This is an optimization exercise on Yosys and OpenROAD, whose aim is small area, a short achievable clock period and few clock cycles, not a production implementation. Only simulation tests tie the RTL to the original design; equivalence was not proved.

## job 101
// PE
module PE (
	input clk,
	input rst,
	input PE_en,
	input [13-1:0] i_config,
	input [32-1:0] ifmap,
	input [32-1:0] filter,
	input [32-1:0] ipsum,
	input ifmap_valid,
	input filter_valid,
	input ipsum_valid,
	input opsum_ready,
	output reg [32-1:0] opsum,
	output reg ifmap_ready,
	output reg filter_ready,
	output reg ipsum_ready,
	output reg opsum_valid
);
integer i;
reg busy;
reg cdw;           
reg [1:0] crs;     
reg cst;           
reg [1:0] cp;      
reg [4:0] ccol;    
reg [1:0] cq;      
wire f_fire = filter_valid & filter_ready;
wire i_fire = ifmap_valid & ifmap_ready;
wire p_fire = ipsum_valid & ipsum_ready;
reg vA, lA, vB, lB, olast;
reg np;                             
reg sfull, slast;                   
reg [31:0] sk_o;
wire o_take = !opsum_valid | opsum_ready;
wire hasp = np;
wire c_go = vB & hasp & !sfull;            
wire adv = !vB | c_go;                     
wire job_end = opsum_valid & opsum_ready & olast;
reg [383:0] fmem;
reg [2:0] kw;      
reg [1:0] fr;      
reg fdone;         
wire [1:0] e_rs = busy ? crs : i_config[11:10];
wire [1:0] e_p = busy ? cp : i_config[8:7];
wire f_rowlast = (fr == e_rs);
wire f_last = f_rowlast & (kw[1:0] == e_p);
always @(posedge clk) begin
	for (i = 0; i < 12; i = i + 1)
		if (f_fire && kw[1:0] == i / 3 && fr == i % 3)
			fmem[i*32 +: 32] <= filter;
end
always @(posedge clk or posedge rst) begin
	if (rst) begin
		kw <= 3'd0; fr <= 2'd0; fdone <= 1'b0; filter_ready <= 1'b0; kwd <= 3'd0;
	end else if (job_end) begin
		kw <= 3'd0; fr <= 2'd0; fdone <= 1'b0; filter_ready <= 1'b1; kwd <= 3'd0;
	end else if (f_fire) begin
		kwd <= kw;
		fr <= f_rowlast ? 2'd0 : fr + 2'd1;
		if (f_rowlast) kw <= kw + 3'd1;
		if (f_last) fdone <= 1'b1;
		filter_ready <= !f_last;
	end else begin
  ...
clock: 12.0 ns
lec_check: 0
cap_margin: 20
core_margin: 2
core_utilization: 40
cts_cluster_diameter: 80
cts_cluster_size: 30
slew_margin: 20
standard.sh (not shown) runs the stock make flow with config.mk's settings and CLKGATE_MAP_FILE= SYNTH_SCRIPT=/design/flow/synth_recipe.tcl, a recipe that flattens the netlist after the stock synthesis.
==> flow/flow/run.sh <==
#!/bin/bash
# Layout flow: the standard synthesis, then a netlist pass (fapol.py) that
# re-polarises full adders to drop the inverters synthesis leaves between them,
# then the standard ORFS layout with repair_timing asked for extra setup margin.
set -euo pipefail
RES=$PWD/orfs/results/sky130hd/PE/base
LIB=$FLOW_HOME/platforms/sky130hd/lib/sky130_fd_sc_hd__tt_025C_1v80.lib
bash standard.sh synth > synth.log 2>&1
cp $RES/1_2_yosys.v $RES/1_2_yosys.orig.v
python3 flow/fapol.py $LIB $RES/1_2_yosys.orig.v $RES/1_2_yosys.v > fapol.log 2>&1
rm -f $RES/1_synth.odb
bash standard.sh SETUP_SLACK_MARGIN=8.4 TNS_END_PERCENT=100 'BUFFER_PORTS_ARGS=-buffer_cell sky130_fd_sc_hd__buf_2' finish > standard.log 2>&1
Other scripts of this flow, unchanged in this note and not shown: flow/flow/fapol.py
Testbench counts of job 101, summed over its fixed seeds: cycles 9,840.
For job 104, these inputs were changed with respect to job 101:
-- flow/flow/run.sh --
<<< job 101, line 12
bash standard.sh SETUP_SLACK_MARGIN=8.4 TNS_END_PERCENT=100 'BUFFER_PORTS_ARGS=-buffer_cell sky130_fd_sc_hd__buf_2' finish > standard.log 2>&1
>>> job 104, line 12
bash standard.sh SETUP_SLACK_MARGIN=8.2 TNS_END_PERCENT=100 'BUFFER_PORTS_ARGS=-buffer_cell sky130_fd_sc_hd__buf_2' finish > standard.log 2>&1
[summary]
- Taking job 101 over job 104, the post-cts resize count ratio works out to 2.4.
- For the first-pass GRT wire length, job 104 came in about 0.5% lower than job 101 did.
- Summary of job 104 over job 101: worst clock skew increased 4.0 ps, setup slack decreased 56 ps.
- Compared with job 101, mean number of vias per cell in job 104 decreased slightly.


PE, a different RTL version from the one above (not shown whole).
For scale: roughly 150 I/O pins, about 0.053 sq mm of cells after synthesis.
==> flow/design.v (excerpt) <==
module PE (
	input clk,
	input rst,
	input PE_en,
	input [13-1:0] i_config,
	input [32-1:0] ifmap,
	input [32-1:0] filter,
	input [32-1:0] ipsum,
	input ifmap_valid,
	input filter_valid,
	input ipsum_valid,
	input opsum_ready,
	output reg [32-1:0] opsum,
	output reg ifmap_ready,
	output reg filter_ready,
	output reg ipsum_ready,
	output reg opsum_valid
);
integer i;
reg busy;
reg cdw;           
reg [1:0] crs;     
reg cst;           
reg [1:0] cp;      
reg [4:0] ccol;    
reg [1:0] cq;      
wire f_fire = filter_valid & filter_ready;
wire i_fire = ifmap_valid & ifmap_ready;
wire p_fire = ipsum_valid & ipsum_ready;
reg vA, lA, vB, lB, olast;
reg np;                             
reg sfull, slast;                   
reg [31:0] sk_o;
wire o_take = !opsum_valid | opsum_ready;
wire hasp = np;
wire c_go = vB & hasp & !sfull;            
wire adv = !vB | c_go;                     
wire job_end = opsum_valid & opsum_ready & olast;
reg [95:0] stg;                   
reg stg_full;                     
reg [1:0] stg_k;                  
reg [95:0] R0, R1, R2, R3;
  ...
Settings: LEC_CHECK=0, CAP_MARGIN=20, CORE_MARGIN=2, CORE_UTILIZATION=40, CTS_CLUSTER_DIAMETER=80, CTS_CLUSTER_SIZE=30, SLEW_MARGIN=20; clock period 12.0 ns.
==> flow/flow/run.sh <==
#!/bin/bash
# Layout flow: the standard synthesis, then a netlist pass (fapol.py) that
# re-polarises full adders to drop the inverters synthesis leaves between them,
# then the standard ORFS layout with repair_timing asked for extra setup margin.
set -euo pipefail
RES=$PWD/orfs/results/sky130hd/PE/base
LIB=$FLOW_HOME/platforms/sky130hd/lib/sky130_fd_sc_hd__tt_025C_1v80.lib
bash standard.sh synth > synth.log 2>&1
cp $RES/1_2_yosys.v $RES/1_2_yosys.orig.v
python3 flow/fapol.py $LIB $RES/1_2_yosys.orig.v $RES/1_2_yosys.v > fapol.log 2>&1
rm -f $RES/1_synth.odb
bash standard.sh SETUP_SLACK_MARGIN=8.2 TNS_END_PERCENT=100 'BUFFER_PORTS_ARGS=-buffer_cell sky130_fd_sc_hd__buf_2' finish > standard.log 2>&1
Other scripts of this flow, unchanged in this note and not shown: flow/flow/fapol.py
Testbench counts at the start, summed over its fixed seeds: cycles 10,032.
==> next run, changes <==
--- a/flow/flow/run.sh
+++ b/flow/flow/run.sh
@@ -10,3 +10,3 @@
 python3 flow/fapol.py $LIB $RES/1_2_yosys.orig.v $RES/1_2_yosys.v > fapol.log 2>&1
 rm -f $RES/1_synth.odb
-bash standard.sh SETUP_SLACK_MARGIN=8.2 TNS_END_PERCENT=100 'BUFFER_PORTS_ARGS=-buffer_cell sky130_fd_sc_hd__buf_2' finish > standard.log 2>&1
+bash standard.sh SETUP_SLACK_MARGIN=8.4 TNS_END_PERCENT=100 'BUFFER_PORTS_ARGS=-buffer_cell sky130_fd_sc_hd__buf_2' finish > standard.log 2>&1
Outcome: Synthesized cell count is unchanged; fmax rose by 0.38%.
==> next run, changes <==
Settings changed: ABC_AREA set to 1.
The changed run finished clean. Cell count goes up by 15%. Routed wire length goes up by 7.7%. Worst setup slack gets worse by 0.052 ns. Core utilization goes up by 0.30 points.


## the baseline
Another version of the RTL of PE (not shown whole).
Size in the first run: roughly 150 I/O pins, about 51,000 um2 of cells after synthesis.
==> flow/config.mk <==
export PLATFORM = sky130hd
export DESIGN_NAME = PE
export DESIGN_NICKNAME = PE
export VERILOG_FILES = /design/flow/design.v
export SDC_FILE = /design/flow/constraint.sdc
export NUM_CORES = 8
export LEC_CHECK = 0
export CAP_MARGIN = 20
export CORE_MARGIN = 2
export CORE_UTILIZATION = 40
export CTS_CLUSTER_DIAMETER = 80
export CTS_CLUSTER_SIZE = 30
export SLEW_MARGIN = 20
==> flow/constraint.sdc <==
create_clock -name core_clock -period 12.0 [get_ports {clk}]
set_input_delay 2.4000 -clock core_clock [delete_from_list [all_inputs] [get_ports {clk}]]
set_output_delay 2.4000 -clock core_clock [all_outputs]
set_load 0.01 [all_outputs]
==> flow/flow/run.sh <==
#!/bin/bash
# Layout flow: the standard synthesis, then a netlist pass (fapol.py) that
# re-polarises full adders to drop the inverters synthesis leaves between them,
# then the standard ORFS layout with repair_timing asked for extra setup margin.
set -euo pipefail
RES=$PWD/orfs/results/sky130hd/PE/base
LIB=$FLOW_HOME/platforms/sky130hd/lib/sky130_fd_sc_hd__tt_025C_1v80.lib
bash standard.sh synth > synth.log 2>&1
cp $RES/1_2_yosys.v $RES/1_2_yosys.orig.v
python3 flow/fapol.py $LIB $RES/1_2_yosys.orig.v $RES/1_2_yosys.v > fapol.log 2>&1
rm -f $RES/1_synth.odb
bash standard.sh SETUP_SLACK_MARGIN=8.5 TNS_END_PERCENT=100 'BUFFER_PORTS_ARGS=-buffer_cell sky130_fd_sc_hd__buf_2' finish > standard.log 2>&1
Other scripts of this flow, unchanged in this note and not shown: flow/flow/fapol.py
In summary, the baseline completed successfully, with a layout that passed the timing, DRC and antenna checks.
Testbench counts of the baseline, summed over its fixed seeds: cycles 10,064.
Changes in the candidate relative to the baseline:
diff --git a/flow/flow/run.sh b/flow/flow/run.sh
--- a/flow/flow/run.sh
+++ b/flow/flow/run.sh
@@ -10,3 +10,3 @@
 python3 flow/fapol.py $LIB $RES/1_2_yosys.orig.v $RES/1_2_yosys.v > fapol.log 2>&1
 rm -f $RES/1_synth.odb
-bash standard.sh SETUP_SLACK_MARGIN=8.5 TNS_END_PERCENT=100 'BUFFER_PORTS_ARGS=-buffer_cell sky130_fd_sc_hd__buf_2' finish > standard.log 2>&1
+bash standard.sh SETUP_SLACK_MARGIN=8.3 TNS_END_PERCENT=100 'BUFFER_PORTS_ARGS=-buffer_cell sky130_fd_sc_hd__buf_2' finish > standard.log 2>&1
Results
The candidate closes out successfully: all stages finished, all timing, DRC and antenna checks passed.
Looking only at worst setup slack, and setting everything else aside, the lower value of the candidate and the baseline goes to the candidate.
The run showing the smaller global-route total usage across every layer is the candidate.
Sort the candidate and the baseline by first-iteration DRC count, ascending, and the candidate comes first.
Going from the baseline to the candidate, the share of the clock period used by the worst path was found to have gone up by 0.99 points.
Minimum hold slack deteriorates in the candidate relative to the baseline.

[port drivers added, routing unchanged]
Ports are ideal in the flow. The routed layouts listed here were re-timed in OpenROAD. Step 1: set_driving_cell puts a clkbuf_16 on clk and a buf_2 on each other input, an assumption about the parent block. Step 2 moves the port delays by t, midway between the first and last clock arrival at a register: inputs arrive t later, outputs are due t later. That takes back most of the time a late clock gives input paths. a / b / c = ideal / step 1 / step 2; a / b = the first two.
| run | t, ns | setup WS [ns] | worst setup path after step 2 | pins driven straight from the clock port |
|---|---|---|---|---|
| job 101 | 0.758 | 8.320 / 8.267 / 7.684 | input to register | 1 |
| job 104 | 0.757 | 8.264 / 8.254 / 7.598 | input to register | 1 |
| the first run of note 2 | 0.736 | 8.277 / 8.223 / 7.665 | input to register | 1 |
| the second run of note 2 | 0.742 | 8.291 / 8.252 / 7.729 | input to register | 1 |
| the third run of note 2 | 0.756 | 8.239 / 8.228 / 7.727 | input to register | 1 |
| the baseline | 0.729 | 8.306 / 8.252 / 7.856 | input to register | 1 |
| the candidate | 0.746 | 8.186 / 8.193 / 7.488 | input to register | 1 |
After both steps every run listed still meets setup and hold. For the candidate, which loses most, drivers alone change the setup slack by +0.007 ns; drivers and shift together by -0.698 ns.
